Context: an optimization exercise on an open-source flow, tuned for small area and a short achievable clock period. The choices shown serve that exercise and are no tape-out recipe.

umber:
## adc_display
module adc_display(
    input         clk,
    input         ready,
    input  [15:0] data,
    output [15:0] LED,
    output [3:0]  dig0,
    output [3:0]  dig1,
    output [3:0]  dig2,
    output [3:0]  dig3,
    output [3:0]  dig4,
    output [3:0]  dig5,
    output [3:0]  dig6
);
==> module frac_digits_hi, before the edit <==
module frac_digits_hi(input [11:0] c, output [3:0] d5, d4, d3, output [8:0] x3);
    wire [14:0] t1 = {c, 2'b00} + c;
    wire [10:0] x1 = t1[10:0];
    wire [13:0] t2 = {x1, 2'b00} + x1;
    wire [9:0]  x2 = t2[9:0];
    wire [12:0] t3 = {x2, 2'b00} + x2;
    assign x3 = t3[8:0];
    assign d5 = t1[14:11];
    assign d4 = t2[13:10];
    assign d3 = t3[12:9];
endmodule
==> module frac_digits_lo, before the edit <==
module frac_digits_lo(input [8:0] x3, output [3:0] d2, d1, d0);
    wire [11:0] t4 = {x3, 2'b00} + x3;
    wire [7:0]  x4 = t4[7:0];
    wire [10:0] t5 = {x4, 2'b00} + x4;
    wire [6:0]  x5 = t5[6:0];
    wire [9:0]  t6 = {x5, 2'b00} + x5;
    assign d2 = t4[11:8];
    assign d1 = t5[10:7];
    assign d0 = t6[9:6];
endmodule
clock: 25.0 ns
lec_check: 0
cap_margin: 20
core_margin: 2
core_utilization: 40
slew_margin: 20
standard.sh (not shown) runs the stock make flow with config.mk's settings and CLKGATE_MAP_FILE= SYNTH_SCRIPT=/design/flow/synth_recipe.tcl, a recipe that flattens the netlist after the stock synthesis.
==> flow/flow/run.sh <==
#!/bin/bash
# The standard layout, with the port buffers made of the smallest plain buffer
# (buf_1) instead of the delay buffer that buffer_ports picks on its own.
set -euo pipefail
export BUFFER_PORTS_ARGS="-buffer_cell sky130_fd_sc_hd__buf_1"
bash standard.sh finish > standard.log 2>&1
Edits applied to the flow inputs when going from umber to violet:
==> flow/design.v, changed modules only <==
module times_five #(parameter M = 12) (input [M-1:0] x, output [3:0] d, output [M-2:0] xn);
    wire [M+2:0] t;
    wire [M:2]   cy;             
    assign t[1:0] = x[1:0];
    assign cy[2] = 1'b0;
    genvar j;
    generate
        for (j = 2; j < M; j = j + 1) begin : add
            assign t[j]    = x[j] ^ x[j-2] ^ cy[j];
            assign cy[j+1] = (x[j] & x[j-2]) | (x[j] & cy[j]) | (x[j-2] & cy[j]);
        end
    endgenerate
    wire cm1;
    assign t[M]   = x[M-2] ^ cy[M];
    assign cm1    = x[M-2] & cy[M];
    assign t[M+1] = x[M-1] ^ cm1;
    assign t[M+2] = x[M-1] & cm1;
    assign d  = t[M+2:M-1];
    assign xn = t[M-2:0];
endmodule
module frac_digits_hi(input [11:0] c, output [3:0] d5, d4, d3, output [8:0] x3);
    wire [10:0] x1;
    wire [9:0]  x2;
    times_five #(12) s1(.x(c),  .d(d5), .xn(x1));
    times_five #(11) s2(.x(x1), .d(d4), .xn(x2));
    times_five #(10) s3(.x(x2), .d(d3), .xn(x3));
endmodule
module frac_digits_lo(input [8:0] x3, output [3:0] d2, d1, d0);
    wire [7:0] x4;
    wire [6:0] x5;
    wire [5:0] x6;
    times_five #(9) s4(.x(x3), .d(d2), .xn(x4));
    times_five #(8) s5(.x(x4), .d(d1), .xn(x5));
    times_five #(7) s6(.x(x5), .d(d0), .xn(x6));
endmodule
## What came out
- violet has completed all stages; timing, DRC and antenna checks passed.
- or4_1 as the cell with the largest stage delay on the worst path was reported by umber, and fa_1 by violet.
- Going from umber to violet, core utilization of the finished layout grows by 1.4 points.
- Compared with umber, in violet final clock period utilization by the worst path now larger, standard cell core area down about 25%.
- Looking at average detailed-routed wire length per instance across umber and violet, the one that comes out lower is violet.
- Summary of violet over umber: flip-flop and latch area stayed essentially flat; critical path depth fell by 1.
- Relative to umber, global-route usage over all layers decreased by 3.4 points in violet.
- Compared with umber, violet shows area added between synthesis and finish higher by 3.2 points.
Function was not checked in any run of this note: the RTL went through the layout flow alone.

## what the ideal ports hide
The results above use ideal ports. As a check the final layouts listed here were re-extracted and re-timed, cells and wires unchanged. Step 1, drivers: a clkbuf_16 drives clk and a buf_2 each remaining input, both assumed. Step 2, shift: input delay + t, output delay - t, t = (earliest + latest rising clock arrival at the registers) / 2. This alone moves slack from input paths to output paths. Three values: ideal, step 1, step 2; two values: the first two.
run | t, ns | setup slack, ns | worst hold slack (ns) | cell pins on the clock port's net
umber | 0.288 | 16.228 / 16.230 / 15.942 | 5.043 / 5.042 / 5.331 | 1
violet | 0.293 | 14.713 / 14.714 / 14.421 | 5.042 / 5.037 / 5.330 | 1
After both steps every run listed still meets setup and hold. For violet, which loses most, drivers alone change the setup slack by +0.001 ns; drivers and shift together by -0.292 ns.
